Background: an optimization exercise with open tools, aiming at small area. Do not read the settings as production practice.
Function was checked by simulation only, so behaviour that the tests miss may differ from the original.
Power and IR drop assume default switching activity.

==> flow/design.v, too long to show whole: its modules and the start of the top module <==
// module ALU: 2524 lines
// module MIPS_ALU_top: 32 lines
module MIPS_ALU_top (
    input             clk,
    input      [31:0] dataA,
    input      [31:0] dataB,
    input      [3:0]  control,
    input      [4:0]  shmt,
    output reg [31:0] dataC,
    output reg        carry,
    output reg        zero,
    output reg        negative
);
  // ...
==> flow/flow/run.sh <==
#!/bin/bash
set -uo pipefail
W=$(pwd)
{ cat <<'EOT'
# synth_recipe.tcl with ABC's -script argument pointed at flow/abc.script
proc abc {args} {
  set i [lsearch -exact $args -script]
  if {$i >= 0} { lset args [expr {$i + 1}] @ABC@ }
  yosys abc {*}$args
}
EOT
cat synth_recipe.tcl; } | sed "s#@ABC@#$W/flow/abc.script#" > synth_abc.tcl
bash standard.sh SYNTH_SCRIPT=$W/synth_abc.tcl synth > synth.log 2>&1 || exit 1
bash standard.sh > layout.log 2>&1
==> flow/flow/abc.script <==
strash
&get -n
&st
&dch
&nf -R 1000
&put
topo
stime -c
buffer -c
upsize -c
dnsize -c
==> flow/standard.sh <==
#!/bin/bash
# synth_recipe.tcl (not shown) runs the flow's synth.tcl, then flattens the netlist and writes it again
# the make line also repeats each setting of config.mk as NAME=value (left out here)
make -C /OpenROAD-flow-scripts/flow DESIGN_CONFIG=/design/flow/config.mk WORK_HOME=/design/flow/orfs CLKGATE_MAP_FILE= SYNTH_SCRIPT=/design/flow/synth_recipe.tcl "${@:-finish}"
==> flow/config.mk <==
export PLATFORM = sky130hd
export DESIGN_NAME = MIPS_ALU_top
export DESIGN_NICKNAME = MIPS_ALU_top
export VERILOG_FILES = /design/flow/design.v
export SDC_FILE = /design/flow/constraint.sdc
export NUM_CORES = 4
export LEC_CHECK = 0
export ABC_AREA = 1
export CAP_MARGIN = 20
export CORE_MARGIN = 2
export CORE_UTILIZATION = 33
export CTS_BUF_LIST = sky130_fd_sc_hd__clkbuf_4 sky130_fd_sc_hd__clkbuf_8
export GPL_TIMING_DRIVEN = 0
export SETUP_SLACK_MARGIN = 0.2
export SLEW_MARGIN = 20
==> flow/constraint.sdc <==
create_clock -name core_clock -period 11.0 [get_ports {clk}]
set_input_delay 2.2000 -clock core_clock [delete_from_list [all_inputs] [get_ports {clk}]]
set_output_delay 2.2000 -clock core_clock [all_outputs]
set_load 0.01 [all_outputs]
==> run notes, run 1 <==
most frequent cells in the layout=270 x a222oi_1, 228 x fa_1, 137 x inv_1; Final Cell Area=0.0187 sq mm; Initial Utilization=0.334; global-route wire length before repair=130000 microns; register area=0.00138 sq mm; Post-synth EDFFs=0; worst path arrival time=10760 ps; Routed Antenna Nets=0; most common cell after layout, fill and taps aside=a222oi_1; clock root buffer=clkbuf_8; DRC errors left=0; final max-slew violation count=0; CORE AREA=0.0466 sq mm; Logic pwr share=0.721; Critical Path End=r_q[0]; cell-internal power=between 1 and 1.5 mW; CTS Buf Count=9; CP most frequent cell=fa_1; status=complete, no violations; DP Cell Count=2408; fraction of area in multi-input gates=0.729; placed cell area=between 0.015 and 0.02 sq mm; Worst R2R Path Depth=3; Die W=221 microns; share of layout cells above drive strength 1=0.140; LEAKAGE=approximately 6.3 nW; Layout Nets=between 2000 and 2500; cell count after synthesis=1702; power share of the sequential group=0.185; register area share after synthesis=0.0888; max FFs per register=33; routed wl met2=39400 microns; synth cell count leaders=270 x a222oi_1, 247 x fa_1, 154 x clkbuf_1; Final TNS setup=0 ps; Chip Height=221 microns; dpl ws=-1760 ps; Setup-failing EPs final=0; Largest Pwr Group=combinational logic; Hold Startpoint=negative_q; crit path time final=10540 ps; Clk. pwr=0.213 mW; Logic inverters=about 140; Overflow after GRT=0
==> run 2, diff against run 1 <==
--- a/flow/design.v
+++ b/flow/design.v
@@ -2293,162 +2293,208 @@
     wire p29 = c579 ^ s619;
     wire g30 = s664 & c620;
     wire p30 = s664 ^ c620;
     wire g31 = c665 & s708;
     wire p31 = c665 ^ s708;
     wire [32:0] cy;
     assign cy[0] = cin;
     wire g0c = g0 | (p0 & cin);
-    wire G_u1_1 = g1 | (p1 & g0c);
-    wire P_u1_1 = p1 & p0;
-    wire G_u3_1 = g3 | (p3 & g2);
-    wire P_u3_1 = p3 & p2;
-    wire G_u5_1 = g5 | (p5 & g4);
-    wire P_u5_1 = p5 & p4;
-    wire G_u7_1 = g7 | (p7 & g6);
-    wire P_u7_1 = p7 & p6;
-    wire G_u9_1 = g9 | (p9 & g8);
-    wire P_u9_1 = p9 & p8;
-    wire G_u11_1 = g11 | (p11 & g10);
-    wire P_u11_1 = p11 & p10;
-    wire G_u13_1 = g13 | (p13 & g12);
-    wire P_u13_1 = p13 & p12;
-    wire G_u15_1 = g15 | (p15 & g14);
-    wire P_u15_1 = p15 & p14;
-    wire G_u17_1 = g17 | (p17 & g16);
-    wire P_u17_1 = p17 & p16;
-    wire G_u19_1 = g19 | (p19 & g18);
-    wire P_u19_1 = p19 & p18;
-    wire G_u21_1 = g21 | (p21 & g20);
-    wire P_u21_1 = p21 & p20;
-    wire G_u23_1 = g23 | (p23 & g22);
-    wire P_u23_1 = p23 & p22;
-    wire G_u25_1 = g25 | (p25 & g24);
-    wire P_u25_1 = p25 & p24;
-    wire G_u27_1 = g27 | (p27 & g26);
-    wire P_u27_1 = p27 & p26;
-    wire G_u29_1 = g29 | (p29 & g28);
-    wire P_u29_1 = p29 & p28;
-    wire G_u31_1 = g31 | (p31 & g30);
-    wire P_u31_1 = p31 & p30;
-    wire G_u3_2 = G_u3_1 | (P_u3_1 & G_u1_1);
-    wire P_u3_2 = P_u3_1 & P_u1_1;
-    wire G_u7_2 = G_u7_1 | (P_u7_1 & G_u5_1);
-    wire P_u7_2 = P_u7_1 & P_u5_1;
-    wire G_u11_2 = G_u11_1 | (P_u11_1 & G_u9_1);
-    wire P_u11_2 = P_u11_1 & P_u9_1;
-    wire G_u15_2 = G_u15_1 | (P_u15_1 & G_u13_1);
-    wire P_u15_2 = P_u15_1 & P_u13_1;
-    wire G_u19_2 = G_u19_1 | (P_u19_1 & G_u17_1);
-    wire P_u19_2 = P_u19_1 & P_u17_1;
-    wire G_u23_2 = G_u23_1 | (P_u23_1 & G_u21_1);
-    wire P_u23_2 = P_u23_1 & P_u21_1;
-    wire G_u27_2 = G_u27_1 | (P_u27_1 & G_u25_1);
-    wire P_u27_2 = P_u27_1 & P_u25_1;
-    wire G_u31_2 = G_u31_1 | (P_u31_1 & G_u29_1);
-    wire P_u31_2 = P_u31_1 & P_u29_1;
-    wire G_u7_4 = G_u7_2 | (P_u7_2 & G_u3_2);
-    wire P_u7_4 = P_u7_2 & P_u3_2;
-    wire G_u15_4 = G_u15_2 | (P_u15_2 & G_u11_2);
-    wire P_u15_4 = P_u15_2 & P_u11_2;
-    wire G_u23_4 = G_u23_2 | (P_u23_2 & G_u19_2);
-    wire P_u23_4 = P_u23_2 & P_u19_2;
-    wire G_u31_4 = G_u31_2 | (P_u31_2 & G_u27_2);
-    wire P_u31_4 = P_u31_2 & P_u27_2;
-    wire G_u15_8 = G_u15_4 | (P_u15_4 & G_u7_4);
-    wire P_u15_8 = P_u15_4 & P_u7_4;
-    wire G_u31_8 = G_u31_4 | (P_u31_4 & G_u23_4);
-    wire P_u31_8 = P_u31_4 & P_u23_4;
-    wire G_u31_16 = G_u31_8 | (P_u31_8 & G_u15_8);
-    wire P_u31_16 = P_u31_8 & P_u15_8;
-    wire G_d23_8 = G_u23_4 | (P_u23_4 & G_u15_8);
-    wire P_d23_8 = P_u23_4 & P_u15_8;
-    wire G_d11_4 = G_u11_2 | (P_u11_2 & G_u7_4);
-    wire P_d11_4 = P_u11_2 & P_u7_4;
-    wire G_d19_4 = G_u19_2 | (P_u19_2 & G_u15_8);
-    wire P_d19_4 = P_u19_2 & P_u15_8;
-    wire G_d27_4 = G_u27_2 | (P_u27_2 & G_d23_8);
-    wire P_d27_4 = P_u27_2 & P_d23_8;
-    wire G_d5_2 = G_u5_1 | (P_u5_1 & G_u3_2);
-    wire P_d5_2 = P_u5_1 & P_u3_2;
-    wire G_d9_2 = G_u9_1 | (P_u9_1 & G_u7_4);
-    wire P_d9_2 = P_u9_1 & P_u7_4;
-    wire G_d13_2 = G_u13_1 | (P_u13_1 & G_d11_4);
-    wire P_d13_2 = P_u13_1 & P_d11_4;
-    wire G_d17_2 = G_u17_1 | (P_u17_1 & G_u15_8);
-    wire P_d17_2 = P_u17_1 & P_u15_8;
-    wire G_d21_2 = G_u21_1 | (P_u21_1 & G_d19_4);
-    wire P_d21_2 = P_u21_1 & P_d19_4;
-    wire G_d25_2 = G_u25_1 | (P_u25_1 & G_d23_8);
-    wire P_d25_2 = P_u25_1 & P_d23_8;
-    wire G_d29_2 = G_u29_1 | (P_u29_1 & G_d27_4);
-    wire P_d29_2 = P_u29_1 & P_d27_4;
-    wire G_d2_1 = g2 | (p2 & G_u1_1);
-    wire P_d2_1 = p2 & P_u1_1;
-    wire G_d4_1 = g4 | (p4 & G_u3_2);
-    wire P_d4_1 = p4 & P_u3_2;
-    wire G_d6_1 = g6 | (p6 & G_d5_2);
-    wire P_d6_1 = p6 & P_d5_2;
-    wire G_d8_1 = g8 | (p8 & G_u7_4);
-    wire P_d8_1 = p8 & P_u7_4;
-    wire G_d10_1 = g10 | (p10 & G_d9_2);
-    wire P_d10_1 = p10 & P_d9_2;
-    wire G_d12_1 = g12 | (p12 & G_d11_4);
-    wire P_d12_1 = p12 & P_d11_4;
-    wire G_d14_1 = g14 | (p14 & G_d13_2);
-    wire P_d14_1 = p14 & P_d13_2;
-    wire G_d16_1 = g16 | (p16 & G_u15_8);
-    wire P_d16_1 = p16 & P_u15_8;
-    wire G_d18_1 = g18 | (p18 & G_d17_2);
-    wire P_d18_1 = p18 & P_d17_2;
-    wire G_d20_1 = g20 | (p20 & G_d19_4);
-    wire P_d20_1 = p20 & P_d19_4;
-    wire G_d22_1 = g22 | (p22 & G_d21_2);
-    wire P_d22_1 = p22 & P_d21_2;
-    wire G_d24_1 = g24 | (p24 & G_d23_8);
-    wire P_d24_1 = p24 & P_d23_8;
-    wire G_d26_1 = g26 | (p26 & G_d25_2);
-    wire P_d26_1 = p26 & P_d25_2;
-    wire G_d28_1 = g28 | (p28 & G_d27_4);
-    wire P_d28_1 = p28 & P_d27_4;
-    wire G_d30_1 = g30 | (p30 & G_d29_2);
-    wire P_d30_1 = p30 & P_d29_2;
+    wire G_1_1 = g1 | (p1 & g0c);
+    wire P_1_1 = p1 & p0;
+    wire G_3_1 = g3 | (p3 & g2);
+    wire P_3_1 = p3 & p2;
+    wire G_5_1 = g5 | (p5 & g4);
+    wire P_5_1 = p5 & p4;
+    wire G_7_1 = g7 | (p7 & g6);
+    wire P_7_1 = p7 & p6;
+    wire G_9_1 = g9 | (p9 & g8);
+    wire P_9_1 = p9 & p8;
+    wire G_11_1 = g11 | (p11 & g10);
+    wire P_11_1 = p11 & p10;
+    wire G_13_1 = g13 | (p13 & g12);
+    wire P_13_1 = p13 & p12;
+    wire G_15_1 = g15 | (p15 & g14);
+    wire P_15_1 = p15 & p14;
+    wire G_17_1 = g17 | (p17 & g16);
+    wire P_17_1 = p17 & p16;
+    wire G_19_1 = g19 | (p19 & g18);
+    wire P_19_1 = p19 & p18;
+    wire G_21_1 = g21 | (p21 & g20);
+    wire P_21_1 = p21 & p20;
+    wire G_23_1 = g23 | (p23 & g22);
+    wire P_23_1 = p23 & p22;
+    wire G_25_1 = g25 | (p25 & g24);
+    wire P_25_1 = p25 & p24;
+    wire G_27_1 = g27 | (p27 & g26);
+    wire P_27_1 = p27 & p26;
+    wire G_29_1 = g29 | (p29 & g28);
+    wire P_29_1 = p29 & p28;
+    wire G_31_1 = g31 | (p31 & g30);
+    wire P_31_1 = p31 & p30;
+    wire G_2_2 = g2 | (p2 & G_1_1);
+    wire P_2_2 = p2 & P_1_1;
+    wire G_3_2 = G_3_1 | (P_3_1 & G_1_1);
+    wire P_3_2 = P_3_1 & P_1_1;
+    wire G_6_2 = g6 | (p6 & G_5_1);
+    wire P_6_2 = p6 & P_5_1;
+    wire G_7_2 = G_7_1 | (P_7_1 & G_5_1);
+    wire P_7_2 = P_7_1 & P_5_1;
+    wire G_10_2 = g10 | (p10 & G_9_1);
+    wire P_10_2 = p10 & P_9_1;
+    wire G_11_2 = G_11_1 | (P_11_1 & G_9_1);
+    wire P_11_2 = P_11_1 & P_9_1;
+    wire G_14_2 = g14 | (p14 & G_13_1);
+    wire P_14_2 = p14 & P_13_1;
+    wire G_15_2 = G_15_1 | (P_15_1 & G_13_1);
+    wire P_15_2 = P_15_1 & P_13_1;
+    wire G_18_2 = g18 | (p18 & G_17_1);
+    wire P_18_2 = p18 & P_17_1;
+    wire G_19_2 = G_19_1 | (P_19_1 & G_17_1);
+    wire P_19_2 = P_19_1 & P_17_1;
+    wire G_22_2 = g22 | (p22 & G_21_1);
+    wire P_22_2 = p22 & P_21_1;
+    wire G_23_2 = G_23_1 | (P_23_1 & G_21_1);
+    wire P_23_2 = P_23_1 & P_21_1;
+    wire G_26_2 = g26 | (p26 & G_25_1);
+    wire P_26_2 = p26 & P_25_1;
+    wire G_27_2 = G_27_1 | (P_27_1 & G_25_1);
+    wire P_27_2 = P_27_1 & P_25_1;
+    wire G_30_2 = g30 | (p30 & G_29_1);
+    wire P_30_2 = p30 & P_29_1;
+    wire G_31_2 = G_31_1 | (P_31_1 & G_29_1);
+    wire P_31_2 = P_31_1 & P_29_1;
+    wire G_4_4 = g4 | (p4 & G_3_2);
+    wire P_4_4 = p4 & P_3_2;
+    wire G_5_4 = G_5_1 | (P_5_1 & G_3_2);
+    wire P_5_4 = P_5_1 & P_3_2;
+    wire G_6_4 = G_6_2 | (P_6_2 & G_3_2);
+    wire P_6_4 = P_6_2 & P_3_2;
+    wire G_7_4 = G_7_2 | (P_7_2 & G_3_2);
+    wire P_7_4 = P_7_2 & P_3_2;
+    wire G_12_4 = g12 | (p12 & G_11_2);
+    wire P_12_4 = p12 & P_11_2;
+    wire G_13_4 = G_13_1 | (P_13_1 & G_11_2);
+    wire P_13_4 = P_13_1 & P_11_2;
+    wire G_14_4 = G_14_2 | (P_14_2 & G_11_2);
+    wire P_14_4 = P_14_2 & P_11_2;
+    wire G_15_4 = G_15_2 | (P_15_2 & G_11_2);
+    wire P_15_4 = P_15_2 & P_11_2;
+    wire G_20_4 = g20 | (p20 & G_19_2);
+    wire P_20_4 = p20 & P_19_2;
+    wire G_21_4 = G_21_1 | (P_21_1 & G_19_2);
+    wire P_21_4 = P_21_1 & P_19_2;
+    wire G_22_4 = G_22_2 | (P_22_2 & G_19_2);
+    wire P_22_4 = P_22_2 & P_19_2;
+    wire G_23_4 = G_23_2 | (P_23_2 & G_19_2);
+    wire P_23_4 = P_23_2 & P_19_2;
+    wire G_28_4 = g28 | (p28 & G_27_2);
+    wire P_28_4 = p28 & P_27_2;
+    wire G_29_4 = G_29_1 | (P_29_1 & G_27_2);
+    wire P_29_4 = P_29_1 & P_27_2;
+    wire G_30_4 = G_30_2 | (P_30_2 & G_27_2);
+    wire P_30_4 = P_30_2 & P_27_2;
+    wire G_31_4 = G_31_2 | (P_31_2 & G_27_2);
+    wire P_31_4 = P_31_2 & P_27_2;
+    wire G_8_8 = g8 | (p8 & G_7_4);
+    wire P_8_8 = p8 & P_7_4;
+    wire G_9_8 = G_9_1 | (P_9_1 & G_7_4);
+    wire P_9_8 = P_9_1 & P_7_4;
+    wire G_10_8 = G_10_2 | (P_10_2 & G_7_4);
+    wire P_10_8 = P_10_2 & P_7_4;
+    wire G_11_8 = G_11_2 | (P_11_2 & G_7_4);
+    wire P_11_8 = P_11_2 & P_7_4;
+    wire G_12_8 = G_12_4 | (P_12_4 & G_7_4);
+    wire P_12_8 = P_12_4 & P_7_4;
+    wire G_13_8 = G_13_4 | (P_13_4 & G_7_4);
+    wire P_13_8 = P_13_4 & P_7_4;
+    wire G_14_8 = G_14_4 | (P_14_4 & G_7_4);
+    wire P_14_8 = P_14_4 & P_7_4;
+    wire G_15_8 = G_15_4 | (P_15_4 & G_7_4);
+    wire P_15_8 = P_15_4 & P_7_4;
+    wire G_24_8 = g24 | (p24 & G_23_4);
+    wire P_24_8 = p24 & P_23_4;
+    wire G_25_8 = G_25_1 | (P_25_1 & G_23_4);
+    wire P_25_8 = P_25_1 & P_23_4;
+    wire G_26_8 = G_26_2 | (P_26_2 & G_23_4);
+    wire P_26_8 = P_26_2 & P_23_4;
+    wire G_27_8 = G_27_2 | (P_27_2 & G_23_4);
+    wire P_27_8 = P_27_2 & P_23_4;
+    wire G_28_8 = G_28_4 | (P_28_4 & G_23_4);
+    wire P_28_8 = P_28_4 & P_23_4;
+    wire G_29_8 = G_29_4 | (P_29_4 & G_23_4);
+    wire P_29_8 = P_29_4 & P_23_4;
+    wire G_30_8 = G_30_4 | (P_30_4 & G_23_4);
+    wire P_30_8 = P_30_4 & P_23_4;
+    wire G_31_8 = G_31_4 | (P_31_4 & G_23_4);
+    wire P_31_8 = P_31_4 & P_23_4;
+    wire G_16_16 = g16 | (p16 & G_15_8);
+    wire P_16_16 = p16 & P_15_8;
+    wire G_17_16 = G_17_1 | (P_17_1 & G_15_8);
+    wire P_17_16 = P_17_1 & P_15_8;
+    wire G_18_16 = G_18_2 | (P_18_2 & G_15_8);
+    wire P_18_16 = P_18_2 & P_15_8;
+    wire G_19_16 = G_19_2 | (P_19_2 & G_15_8);
+    wire P_19_16 = P_19_2 & P_15_8;
+    wire G_20_16 = G_20_4 | (P_20_4 & G_15_8);
+    wire P_20_16 = P_20_4 & P_15_8;
+    wire G_21_16 = G_21_4 | (P_21_4 & G_15_8);
+    wire P_21_16 = P_21_4 & P_15_8;
+    wire G_22_16 = G_22_4 | (P_22_4 & G_15_8);
+    wire P_22_16 = P_22_4 & P_15_8;
+    wire G_23_16 = G_23_4 | (P_23_4 & G_15_8);
+    wire P_23_16 = P_23_4 & P_15_8;
+    wire G_24_16 = G_24_8 | (P_24_8 & G_15_8);
+    wire P_24_16 = P_24_8 & P_15_8;
+    wire G_25_16 = G_25_8 | (P_25_8 & G_15_8);
+    wire P_25_16 = P_25_8 & P_15_8;
+    wire G_26_16 = G_26_8 | (P_26_8 & G_15_8);
+    wire P_26_16 = P_26_8 & P_15_8;
+    wire G_27_16 = G_27_8 | (P_27_8 & G_15_8);
+    wire P_27_16 = P_27_8 & P_15_8;
+    wire G_28_16 = G_28_8 | (P_28_8 & G_15_8);
+    wire P_28_16 = P_28_8 & P_15_8;
+    wire G_29_16 = G_29_8 | (P_29_8 & G_15_8);
+    wire P_29_16 = P_29_8 & P_15_8;
+    wire G_30_16 = G_30_8 | (P_30_8 & G_15_8);
+    wire P_30_16 = P_30_8 & P_15_8;
+    wire G_31_16 = G_31_8 | (P_31_8 & G_15_8);
+    wire P_31_16 = P_31_8 & P_15_8;
     assign cy[1] = g0c;
-    assign cy[2] = G_u1_1;
-    assign cy[3] = G_d2_1;
-    assign cy[4] = G_u3_2;
-    assign cy[5] = G_d4_1;
-    assign cy[6] = G_d5_2;
-    assign cy[7] = G_d6_1;
-    assign cy[8] = G_u7_4;
-    assign cy[9] = G_d8_1;
-    assign cy[10] = G_d9_2;
-    assign cy[11] = G_d10_1;
-    assign cy[12] = G_d11_4;
-    assign cy[13] = G_d12_1;
-    assign cy[14] = G_d13_2;
-    assign cy[15] = G_d14_1;
-    assign cy[16] = G_u15_8;
-    assign cy[17] = G_d16_1;
-    assign cy[18] = G_d17_2;
-    assign cy[19] = G_d18_1;
-    assign cy[20] = G_d19_4;
-    assign cy[21] = G_d20_1;
-    assign cy[22] = G_d21_2;
-    assign cy[23] = G_d22_1;
-    assign cy[24] = G_d23_8;
-    assign cy[25] = G_d24_1;
-    assign cy[26] = G_d25_2;
-    assign cy[27] = G_d26_1;
-    assign cy[28] = G_d27_4;
-    assign cy[29] = G_d28_1;
-    assign cy[30] = G_d29_2;
-    assign cy[31] = G_d30_1;
-    assign cy[32] = G_u31_16;
+    assign cy[2] = G_1_1;
+    assign cy[3] = G_2_2;
+    assign cy[4] = G_3_2;
+    assign cy[5] = G_4_4;
+    assign cy[6] = G_5_4;
+    assign cy[7] = G_6_4;
+    assign cy[8] = G_7_4;
+    assign cy[9] = G_8_8;
+    assign cy[10] = G_9_8;
+    assign cy[11] = G_10_8;
+    assign cy[12] = G_11_8;
+    assign cy[13] = G_12_8;
+    assign cy[14] = G_13_8;
+    assign cy[15] = G_14_8;
+    assign cy[16] = G_15_8;
+    assign cy[17] = G_16_16;
+    assign cy[18] = G_17_16;
+    assign cy[19] = G_18_16;
+    assign cy[20] = G_19_16;
+    assign cy[21] = G_20_16;
+    assign cy[22] = G_21_16;
+    assign cy[23] = G_22_16;
+    assign cy[24] = G_23_16;
+    assign cy[25] = G_24_16;
+    assign cy[26] = G_25_16;
+    assign cy[27] = G_26_16;
+    assign cy[28] = G_27_16;
+    assign cy[29] = G_28_16;
+    assign cy[30] = G_29_16;
+    assign cy[31] = G_30_16;
+    assign cy[32] = G_31_16;
     wire [32:0] P;
     assign P[0] = p0 ^ cy[0];
     assign P[1] = p1 ^ cy[1];
     assign P[2] = p2 ^ cy[2];
     assign P[3] = p3 ^ cy[3];
     assign P[4] = p4 ^ cy[4];
     assign P[5] = p5 ^ cy[5];
     assign P[6] = p6 ^ cy[6];
==> flow/run.sh (new file) <==
#!/bin/bash
# synth_recipe.tcl (not shown) runs the flow's synth.tcl, then flattens the netlist and writes it again
# the make line also repeats each setting of config.mk as NAME=value (left out here)
make -C /OpenROAD-flow-scripts/flow DESIGN_CONFIG=/design/flow/config.mk WORK_HOME=/design/flow/orfs CLKGATE_MAP_FILE= SYNTH_SCRIPT=/design/flow/synth_recipe.tcl finish
==> flow/config.mk (replaced) <==
export PLATFORM = sky130hd
export DESIGN_NAME = MIPS_ALU_top
export DESIGN_NICKNAME = MIPS_ALU_top
export VERILOG_FILES = /design/flow/design.v
export SDC_FILE = /design/flow/constraint.sdc
export NUM_CORES = 4
export LEC_CHECK = 0
export ABC_AREA = 1
export CAP_MARGIN = 20
export CORE_MARGIN = 2
export CORE_UTILIZATION = 40
export CTS_BUF_LIST = sky130_fd_sc_hd__clkbuf_4 sky130_fd_sc_hd__clkbuf_8
export GPL_TIMING_DRIVEN = 0
export SETUP_SLACK_MARGIN = 0.2
export SLEW_MARGIN = 20
removed: flow/flow/run.sh
removed: flow/flow/abc.script
removed: flow/standard.sh
==> run 2 against run 1 <==
Effect of this change:
- still clean on timing, DRC and antenna
- highest routed layer unchanged
- count of clock-buffer cells in the layout is the same
- fmax shrank 1.8%
- die area shrank 8.4%
==> run notes, run 2 <==
status=complete, no violations; Seq cells post-synth=69; clock root buffer=clkbuf_8; RSZ-0062 raised after global routing=no; Net Sw Frac=0.544; GR Layer Usage met1=0.582; Final Hold Fails=0; Ports=109; crit-path leading delay family=adder cells; Mapped Area=about 0.017 sq mm; TritonRoute pass-1 iters=6; Clock Latency Late Sink=360 ps; Initial Utilization=0.403 (+0.0689); area delta synth->final=13.0%; gpl congestion=about 1.1; share of layout cells above drive strength 1=0.0541 (-0.0857); port buffer count=107; Clock transition at path regs=90 ps; Crit Reg-Reg Startpoint=r_q[13]; DRC errors left=0 (unchanged); count leader, synth=nand2_1; Final TNS setup=0 ps (unchanged); Synth area leader=fa_1; Psw=about 1.3 mW; LEAKAGE=7.61 nW (+21%); Critical Path RT=around 11000 ps; flop2flop setup slack=9650 ps; Final period util=0.976; Worst slew margin=0.188; clock buffer depth=2; worst hold endpoint=negative; Worst Slack Setup Final=266 ps; Worst setup SP type=input port; CP bufs+invs=11; final hold slack=about 340 ps; hpwl dp=approximately 84000 microns; Die W=212 microns (-4.3%); GR peak layer=met2; power share of the sequential group=0.177 (-0.008); cell-internal power=1.07 mW (-7.2%); Hold Startpoint=negative_q; number of synthesis warnings=1; fillcell total=4442; Setup crit start=dataA[29]; Hold Path Cell Cnt=0; FMAX=93.2 MHz; register area share after synthesis=0.0801 (-0.00870); Syn Nets=roughly 2800; worst min path class=reg2reg; WL/cell=between 30 and 40 microns; Overflow after GRT=0 (unchanged); initial antenna violation count=8; Clock Sinks=approximately 70; met3 Usage GRT=0.170; Setup-failing EPs final=0 (unchanged); most common cell after layout, fill and taps aside=nand2_1; dpl ws=-1170 ps (+584 ps); Chip Height=212 microns (-4.3%); Logic pwr share=0.719 (-0.002); slowest stage delay, CP=roughly 610 ps; GRT met2 Usage=0.673; gr usage total=0.458; vias in the first global route=19600; CP Capture Type=flop; Top reg by flops=r_q; global-route wire length before repair=143000 microns (+9.6%); Routed Antenna Nets=0 (unchanged); CORE AREA=0.0428 sq mm (-8.1%); WL final=103000 microns; placed cell area=0.0190 sq mm (+9.5%); register area=0.00138 sq mm (unchanged); Largest regs=r_q: 33 flops, dataC: 32 flops; WS Path Type=in2reg; leading post-synthesis cells by cell area=fa_1 27%, nand2_1 9.4%, a21oi_1 8.0%, dfxtp_1 8.0%, o22ai_1 7.2%; crit path time final=10730 ps (+194 ps); post-synthesis cell type count=55; final max-slew violation count=0 (unchanged); cell count after synthesis=2427 (+43%); synth cell count leaders=431 x nand2_1, 314 x inv_1, 277 x a21oi_1; Detailed Route Iter0 Violations=3197; Final Skew=9.55 ps; Pwr Total=between 2 and 2.5 mW; Clock power frac=0.104; most frequent cells in the layout=427 x nand2_1, 311 x inv_1, 275 x a21oi_1; actual slew at the worst max-slew pin=approximately 1200 ps; Max IR drop VDD=0.116 mV; Worst R2R Path Depth=3 (unchanged); Core Rows=76; ys async rst share=0; worst path arrival time=10920 ps (+160 ps); R2R Path End=zero; max FFs per register=33 (unchanged); ys flop type=dfxtp_1; P per Cell Area=between 100 and 150 mW/mm^2; Worst path slowest cell=clkdlybuf4s50_1; Final Cell Area=0.0195 sq mm (+4.2%); Post-synth EDFFs=0 (unchanged); Vias per Instance=6.58; DR vias=20400; share of the synthesized area in the top cell type=0.274; CTS Buf Count=9 (unchanged); pin count of the biggest net entering global routing=15; Layout Nets=2933 (+31%); H-tree depth=3; CTS tree=done; Critical Path Fanout Max=10; area of the multi-input gates=~0.014 sq mm; Hold Buf Count CTS=0; # Max-Cap Violations=0; Synth Area per Inst=7.11 sq um; die area=0.0448 sq mm
-- run 2: changes by cell type after synthesis, moves of 49 or more --
cell and change:
clkbuf_1 -58, a21oi_1 +171, a222oi_1 -270, nor2_1 +65, nand2_1 +328, inv_1 +175
xnor2_1 -49, nand3_1 +65, o21ai_0 +50, o22ai_1 +166
-- run 2: worst max-delay path by stage --
| stage | end | slack, ps | depth (start not counted) |
|---|---|---|---|
| after floorplan | r_q[0] | 1870 | 33 |
| after global placement | r_q[2] | -1260 | 32 |
| after detailed placement | r_q[2] | -1170 | 32 |
| after CTS | r_q[2] | 190 | 33 |
| after global routing | r_q[0] | 240 | 36 |
| final | r_q[0] | 270 | 34 |
-- run 2: cell type report --
cell class	count	area share
diodes	4	0.000514
plain buffers	122	0.0276
clock buffers	9	0.00636
clock inverters	7	0.00540
inverters	349	0.0679
multi-input cells	1887	0.730
flip-flops and latches	69	0.0709
well taps	546	0.0351
repair buffers	109	0.0567
-- run 2: per-layer routing --
layer	part of all wire	up-vias
met4	0.067	6
li1	-	8494
met3	0.15	343
met1	0.37	9806
met2	0.41	1773
met5	0.00041	-
-- run 2: repair_timing --
action | 4_1_cts | 5_1_grt
pin swaps | 1 | 3
resized for setup | 21 | 48
buffers inserted | 0 | 1
endpoints found under the setup margin | 28 | 14
-- run 2: logic make-up (layout without fill, tap and decap cells) --
group / after synthesis / after routing / share of synthesized area
AO/OA/AOI/OAI: 726 / 726 / 0.251
XOR/XNOR: 80 / 80 / 0.0411
AND/OR/NAND/NOR: 769 / 769 / 0.193
buffers and inverters: 471 / 596 / 0.106
other: 0 / 4 / 0
adder cells (fa/ha/maj): 312 / 312 / 0.329
flip-flops: 69 / 69 / 0.0801
-- run 2: stage by stage --
stage,utilization,cells
2_1_floorplan,-,2427
5_1_grt,0.455,3098
6_report,0.455,3102
3_5_place_dp,0.444,3081
3_3_place_gp,0.444,3080
4_1_cts,0.452,3097
-- run 2: power by group through the flow --
stage | Combinational [mW] | Clock, mW | Sequential, mW
6_report | 1.69 | 0.243 | 0.416
5_1_grt | 1.77 | 0.255 | 0.426
4_1_cts | 1.59 | 0.246 | 0.417
3_5_place_dp | 1.57 | 0 | 0.422
3_3_place_gp | 1.55 | 0 | 0.419
2_1_floorplan | 0.871 | 0 | 0.443
-- run 2: worst register-to-register path, delay by kind of cell, from the launching register on --
family	cells	cell delay [ps]
and+or+nand+nor	3	940
DFF	1	320
==> run 3, diff against run 2 <==
==> flow/flow/run.sh (new file) <==
#!/bin/bash
set -uo pipefail
W=$(pwd)
{ cat <<'EOT'
# synth_recipe.tcl with ABC's -script argument pointed at flow/abc.script
proc abc {args} {
  set i [lsearch -exact $args -script]
  if {$i >= 0} { lset args [expr {$i + 1}] @ABC@ }
  yosys abc {*}$args
}
EOT
cat synth_recipe.tcl; } | sed "s#@ABC@#$W/flow/abc.script#" > synth_abc.tcl
bash standard.sh SYNTH_SCRIPT=$W/synth_abc.tcl synth > synth.log 2>&1 || exit 1
bash standard.sh > layout.log 2>&1
==> flow/flow/abc.script (new file) <==
strash
&get -n
&st
&dch
&nf -R 1000
&put
topo
stime -c
buffer -c
upsize -c
dnsize -c
==> flow/standard.sh (new file) <==
#!/bin/bash
# synth_recipe.tcl (not shown) runs the flow's synth.tcl, then flattens the netlist and writes it again
# the make line also repeats each setting of config.mk as NAME=value (left out here)
make -C /OpenROAD-flow-scripts/flow DESIGN_CONFIG=/design/flow/config.mk WORK_HOME=/design/flow/orfs CLKGATE_MAP_FILE= SYNTH_SCRIPT=/design/flow/synth_recipe.tcl "${@:-finish}"
--- a/flow/config.mk
+++ b/flow/config.mk
@@ -9,5 +9,5 @@
 export CAP_MARGIN = 20
 export CORE_MARGIN = 2
-export CORE_UTILIZATION = 40
+export CORE_UTILIZATION = 33
 export CTS_BUF_LIST = sky130_fd_sc_hd__clkbuf_4 sky130_fd_sc_hd__clkbuf_8
 export GPL_TIMING_DRIVEN = 0
removed: flow/run.sh
==> run 3 against run 2 <==
Effect of this change:
- still clean on timing, DRC and antenna
- sequential power about the same
- sequential share of layout area up 0.40 points
- worst hold slack worse by 8.3 ps
- wire length down 8.8%
- fmax down 0.38%
- worst setup slack worse by 41 ps
- combinational power down 3%
- global-route usage down 7.1 points
- first-iteration DRC count up 44%
- via count down 14%
- largest cell class unchanged
- largest power group unchanged
==> run notes, run 3 <==
WS Path Type=in2reg; Core Rows=79 (+3.9%); Die W=220 microns (+4.0%); DR vias=17600 (-14%); die area=0.0485 sq mm (+8.2%); worst min path class=reg2reg; actual slew at the worst max-slew pin=1180 ps (-41.8 ps); number of synthesis warnings=1 (unchanged); Worst path slowest cell=clkdlybuf4s50_1; worst path arrival time=10990 ps (+70 ps); Hold Buf Count CTS=0 (unchanged); area delta synth->final=19.7%; P per Cell Area=123 mW/mm^2 (+2.3%); Final TNS setup=0 ps (unchanged); Ports=109 (unchanged); cell count after synthesis=1731 (-29%); CTS tree=done; Overflow after GRT=0 (unchanged); Synth area leader=fa_1; ys async rst share=0 (unchanged); WL/cell=37.8 microns (+14%); ys flop type=dfxtp_1; Largest regs=r_q: 33 flops, dataC: 32 flops; post-synthesis cell type count=66 (+20%); Setup-failing EPs final=0 (unchanged); TritonRoute pass-1 iters=13 (+7); pin count of the biggest net entering global routing=12 (-3); initial antenna violation count=4 (-4); Clock Latency Late Sink=330 ps (-30 ps); Initial Utilization=0.332 (-0.0705); clock buffer depth=2 (unchanged); WL final=94200 microns (-8.8%); most frequent cells in the layout=247 x a222oi_1, 228 x fa_1, 127 x inv_1; CP Capture Type=flop; Final Hold Fails=0 (unchanged); Detailed Route Iter0 Violations=4610 (+44%); Critical Path Fanout Max=10 (unchanged); Max IR drop VDD=0.156 mV (+34%); leading post-synthesis cells by cell area=fa_1 31%, a222oi_1 16%, dfxtp_1 9.0%, ha_1 6.2%, xnor2_1 4.9%; CORE AREA=0.0464 sq mm (+8.3%); DRC errors left=0 (unchanged); Hold Path Cell Cnt=0 (unchanged); crit path time final=10780 ps (+41.0 ps); Syn Nets=2117 (-25%); Core Util, Final=0.398 (-0.0573); Worst R2R Path Depth=3 (unchanged); LEAKAGE=6.02 nW (-21%); register area share after synthesis=0.0896 (+0.00952); max FFs per register=33 (unchanged); Vias per Instance=7.08 (+7.5%); gpl congestion=1.07 (-3.7%); Worst slew margin=0.216 (+0.0278); share of the synthesized area in the top cell type=0.307 (+0.0326); Worst setup SP type=input port; CP most frequent cell=fa_1; Top reg by flops=r_q; CTS Buf Count=9 (unchanged); global-route wire length before repair=131000 microns (-8.5%); FMAX=92.8 MHz (-0.38%); port buffer count=90 (-16%); share of layout cells above drive strength 1=0.121 (+0.0667); Chip Height=220 microns (+4.0%); Final Skew=6.66 ps (-2.89 ps); Mapped Area=0.0154 sq mm (-11%); vias in the first global route=17000 (-13%); synth cell count leaders=247 x a222oi_1, 236 x fa_1, 156 x clkbuf_1; Critical Path RT=11210 ps (+20 ps); Seq cells post-synth=69 (unchanged); Layout Nets=2261 (-23%); Post-synth EDFFs=0 (unchanged); Clock transition at path regs=70 ps (-20 ps); RSZ-0062 raised after global routing=no; # Max-Cap Violations=0 (unchanged); hpwl dp=74800 microns (-11%); Final period util=0.980 (+0.00372); Routed Antenna Nets=0 (unchanged); H-tree depth=3 (unchanged); final max-slew violation count=0 (unchanged); clock root buffer=clkbuf_8; status=complete, no violations; Clock Sinks=69 (unchanged); gr usage total=0.387 (-0.0712); slowest stage delay, CP=750 ps (+140 ps); Synth Area per Inst=8.90 sq um (+25%); count leader, synth=a222oi_1; fillcell total=4747 (+6.9%); most common cell after layout, fill and taps aside=a222oi_1
## run 3: cell types whose count changed after synthesis, sizes merged, moves of 58 or more
cell    change
nand3      -80
nand2     -334
a21oi     -162
inv       -196
a222oi    +247
o22ai     -141
xnor2      +67
clkbuf     +58
## run 3: critical path: cells and delay by family
family | cells | cell delay [ps]
AOI/OAI and AO/OA | 6 | 1710
xor gates and xnor gates | 1 | 190
adders and majority gates | 8 | 3520
buffers and inverters | 3 | 1390
and+or+nand+nor | 8 | 1950
## run 3: logic make-up (layout without fill, tap and decap cells)
family / Yosys count / in the layout / synth area share
other: 0 / 2 / 0
adders and majority gates: 312 / 312 / 0.368
DFF: 69 / 69 / 0.0896
and+or+nand+nor: 313 / 313 / 0.0914
AOI/OAI and AO/OA: 614 / 614 / 0.310
buffers and inverters: 311 / 460 / 0.0769
xor gates and xnor gates: 112 / 112 / 0.0636
## run 3: what timing repair did
action                     CTS  global route
pin swaps                   18            34
setup buffers               20            17
resized for setup          119           107
setup endpoints to repair   33            19
gates cloned                 0             0
hold endpoints to repair     0             0
## run 3: path summary, 6_finish.rpt
check | start | to | slack [ps]
max reg2reg | r_q[17] | zero | 9800
min | negative_q | negative | 330
max | dataA[21] | r_q[0] | 220
min reg2reg | negative_q | negative | 330
## run 3: final cells by class
type | count | area (sq um) | area share
inverter | 136 | 514 | 0.0279
timing repair buffer | 133 | 1280 | 0.0695
tap | 607 | 759 | 0.0412
sequential | 69 | 1380 | 0.0749
multi-input combinational | 1351 | 13500 | 0.731
antenna | 2 | 5.00 | 0.000271
buffer | 175 | 802 | 0.0435
clock inverter | 4 | 72.6 | 0.00393
clock buffer | 12 | 146 | 0.00794
## run 3: where the power goes
| group | internal (mW) | switching, mW | total (mW) |
|---|---|---|---|
| logic | 0.637 | 1.01 | 1.64 |
| clock network | 0.135 | 0.0818 | 0.217 |
| registers | 0.374 | 0.0413 | 0.415 |
## run 3: through the flow
stage	cell area (sq um)	cells	worst slack, ps	total power, mW	hold slack (ps)
finish	18400	2489	225	2.27	328
global route	18400	2488	108	2.42	345
floorplan	15400	1731	1000	1.32	310
CTS	18000	2469	208	2.17	330
detailed placement	17200	2433	-1620	1.91	314
global placement	17100	2428	-1520	1.89	312
## run 3: metal layers
metal	GRT usage	vias up	wire, microns
li1	-	6938	-
met1	0.494	8654	34900
met2	0.561	1626	37900
met3	0.147	393	14200
met4	0.204	4	6980
met5	0.0152	-	115

port drivers added, routing unchanged:
No port has a modelled driver above. Below, the same layouts with a new extraction and two added sets of constraints. Step 1 assumes that a clkbuf_16 drives the clock port and a buf_2 every other input. Step 2, shift: input delay + t, output delay - t, t = (earliest + latest rising clock arrival at the registers) / 2. This alone moves slack from input paths to output paths. Slacks: ideal / step 1 / step 2; pairs: ideal / step 1.
run | t, ns | setup slack, ns | worst setup path after step 2
run 1 | 0.359 | 0.459 / 0.461 / 0.102 | input to register
run 2 | 0.389 | 0.266 / 0.264 / -0.125 | input to register
run 3 | 0.350 | 0.225 / 0.226 / -0.124 | input to register
Met with ideal ports but missed after step 2: setup timing in run 2 and run 3. The setup slack of run 2, which loses most, moves by -0.002 ns with the drivers and by -0.391 ns with both steps.
